From an optimization exercise on the open Yosys and OpenROAD flow, aimed at small area, a short achievable clock period and few clock cycles per item; shortcuts taken in it are not production practice. Only simulation tests tie the RTL to the original design; equivalence was not proved.

Design conv3x3, start of the top module:
module conv3x3(
    input wire clk,
    input wire rst,
    input wire en,
    input wire [7:0] pixel1,
    input wire [7:0] pixel2,
    input wire [7:0] pixel3,
    input wire [7:0] pixel4,
    input wire [7:0] pixel5,
    input wire [7:0] pixel6,
    input wire [7:0] pixel7,
    input wire [7:0] pixel8,
    input wire [7:0] pixel9,
    input wire [7:0] filter1,
    input wire [7:0] filter2,
    input wire [7:0] filter3,
    input wire [7:0] filter4,
    input wire [7:0] filter5,
    input wire [7:0] filter6,
    input wire [7:0] filter7,
    input wire [7:0] filter8,
    input wire [7:0] filter9,
    output wire [31:0] result,
    output wire done
);
clock: 10.0 ns
lec_check: 0
cap_margin: 20
core_margin: 2
core_utilization: 40
slew_margin: 20
synth_hierarchical: 1
standard.sh (not shown) runs the stock make flow with config.mk's settings and CLKGATE_MAP_FILE= SYNTH_SCRIPT=/design/flow/synth_recipe.tcl, a recipe that flattens the netlist after the stock synthesis.
==> flow/flow/run.sh <==
#!/bin/bash
set -o pipefail
bash standard.sh "BUFFER_PORTS_ARGS=-buffer_cell sky130_fd_sc_hd__buf_2" finish > standard_flow.log 2>&1
Testbench counts at the start, summed over its fixed seeds: cycles 1,608, items 1,600.
==> next run, changes <==
SETUP_SLACK_MARGIN = 4.5   (was not set)
Effect: Non-clock buffer count increases by 4; clock-buffer cell count increases by 1; routed wire length decreases slightly; sequential cell count stays the same; utilization increases by 4.5 points; die area stays the same; hold slack got worse by 0.0062 ns; final area increases by roughly a tenth; setup slack improved by 0.30 ns; critical path depth does not change.
==> next run, changes <==
CORE_UTILIZATION = 65   (was 40)
- global-route usage came out higher by 14 points
- hold slack improved by 0.0060 ns
- non-clock buffer count came out lower by 4
- fmax stays flat
- routed wire length shrinks by 6.1%
==> next run, changes <==
SETUP_SLACK_MARGIN = 4.3   (was 4.5)
Effect:
- synthesized cell count is unchanged
- count of clock-buffer cells in the layout goes down by 1
- wire length goes up by 1.5%
==> next run, changes <==
ABC_CLOCK_PERIOD_IN_PS = 2000   (was not set)
CORE_UTILIZATION = 40   (was 65)
SETUP_SLACK_MARGIN = not set   (was 4.3)
The changed run went through all stages and came out clean; wire length went up by a few percent; non-clock buffer count does not change; global-route usage went down by 14 points; count of clock-buffer cells in the layout does not change; utilization went down by 26 points; cell area barely changes; worst setup slack gets worse by 0.14 ns; flip-flop and latch count does not change.

## lane 1
Starting RTL as in the previous note.
// conv3x3
module conv3x3(
    input wire clk,
    input wire rst,
    input wire en,
    input wire [7:0] pixel1,
    input wire [7:0] pixel2,
    input wire [7:0] pixel3,
    input wire [7:0] pixel4,
    input wire [7:0] pixel5,
    input wire [7:0] pixel6,
    input wire [7:0] pixel7,
    input wire [7:0] pixel8,
    input wire [7:0] pixel9,
    input wire [7:0] filter1,
    input wire [7:0] filter2,
    input wire [7:0] filter3,
    input wire [7:0] filter4,
    input wire [7:0] filter5,
    input wire [7:0] filter6,
    input wire [7:0] filter7,
    input wire [7:0] filter8,
    input wire [7:0] filter9,
    output wire [31:0] result,
    output wire done
);
clock: 10.0 ns
lec_check: 0
cap_margin: 20
core_margin: 2
core_utilization: 40
slew_margin: 20
synth_hierarchical: 1
==> flow/flow/run.sh <==
#!/bin/bash
set -o pipefail
bash standard.sh "BUFFER_PORTS_ARGS=-buffer_cell sky130_fd_sc_hd__buf_1" finish > standard_flow.log 2>&1
Testbench counts of lane 1, summed over its fixed seeds: cycles 1,608, items 1,600.
Relative to lane 1, the following input files were edited for lane 2:
Settings: an added GPL_TIMING_DRIVEN of 1; a change of CORE_UTILIZATION from 40 to 65.
==> flow/flow/run.sh <==
#!/bin/bash
set -o pipefail
bash standard.sh "BUFFER_PORTS_ARGS=-buffer_cell sky130_fd_sc_hd__buf_2" finish > standard_flow.log 2>&1
==> run notes <==
Against lane 1, lane 2 comes in 0.22 points higher on met3 track demand over resource. Launch point of the critical path = filter4[4]: lane 2; launch point of the critical path = pixel4[2]: lane 1. Lane 1 has a lower hold slack than lane 2. Of lane 1 and lane 2, the run reporting the higher worst endpoint required time was lane 1. Comparing pin count of the biggest net entering global routing for lane 1 and lane 2, the bigger number came from lane 2.

-- re-timing with driven ports --
How much do the figures lean on ideal ports? The routed layouts below were timed once more, with nothing changed but the port constraints.
Step 1 (the two cells are an assumption about what drives the block):
set clk [get_ports {clk}]
set_driving_cell -lib_cell sky130_fd_sc_hd__clkbuf_16 $clk
set_driving_cell -lib_cell sky130_fd_sc_hd__buf_2 [delete_from_list [all_inputs] $clk]
Step 2 moves the port delays by t, midway between the first and last clock arrival at a register: inputs arrive t later, outputs are due t later. That takes back most of the time a late clock gives input paths.
Three values: ideal, step 1, step 2; two values: the first two.
run	t (ns)	setup WS [ns]	latest minus earliest clock arrival (ns)	cell pins on the clock port's net
the first run of note 1	0.362	4.215 / 4.238 / 3.876	0.012 / 0.012	1
the second run of note 1	0.354	4.520 / 4.509 / 4.164	0.011 / 0.011	1
the third run of note 1	0.365	4.533 / 4.508 / 4.183	0.017 / 0.016	1
the fourth run of note 1	0.367	4.352 / 4.360 / 4.006	0.017 / 0.017	1
the fifth run of note 1	0.362	4.215 / 4.238 / 3.876	0.012 / 0.012	1
lane 1	0.361	3.909 / 3.934 / 3.573	0.013 / 0.013	1
lane 2	0.358	4.225 / 4.247 / 3.889	0.017 / 0.016	1
After both steps every run listed still meets setup and hold. The setup slack of the second run of note 1, which loses most, moves by -0.011 ns with the drivers and by -0.356 ns with both steps.
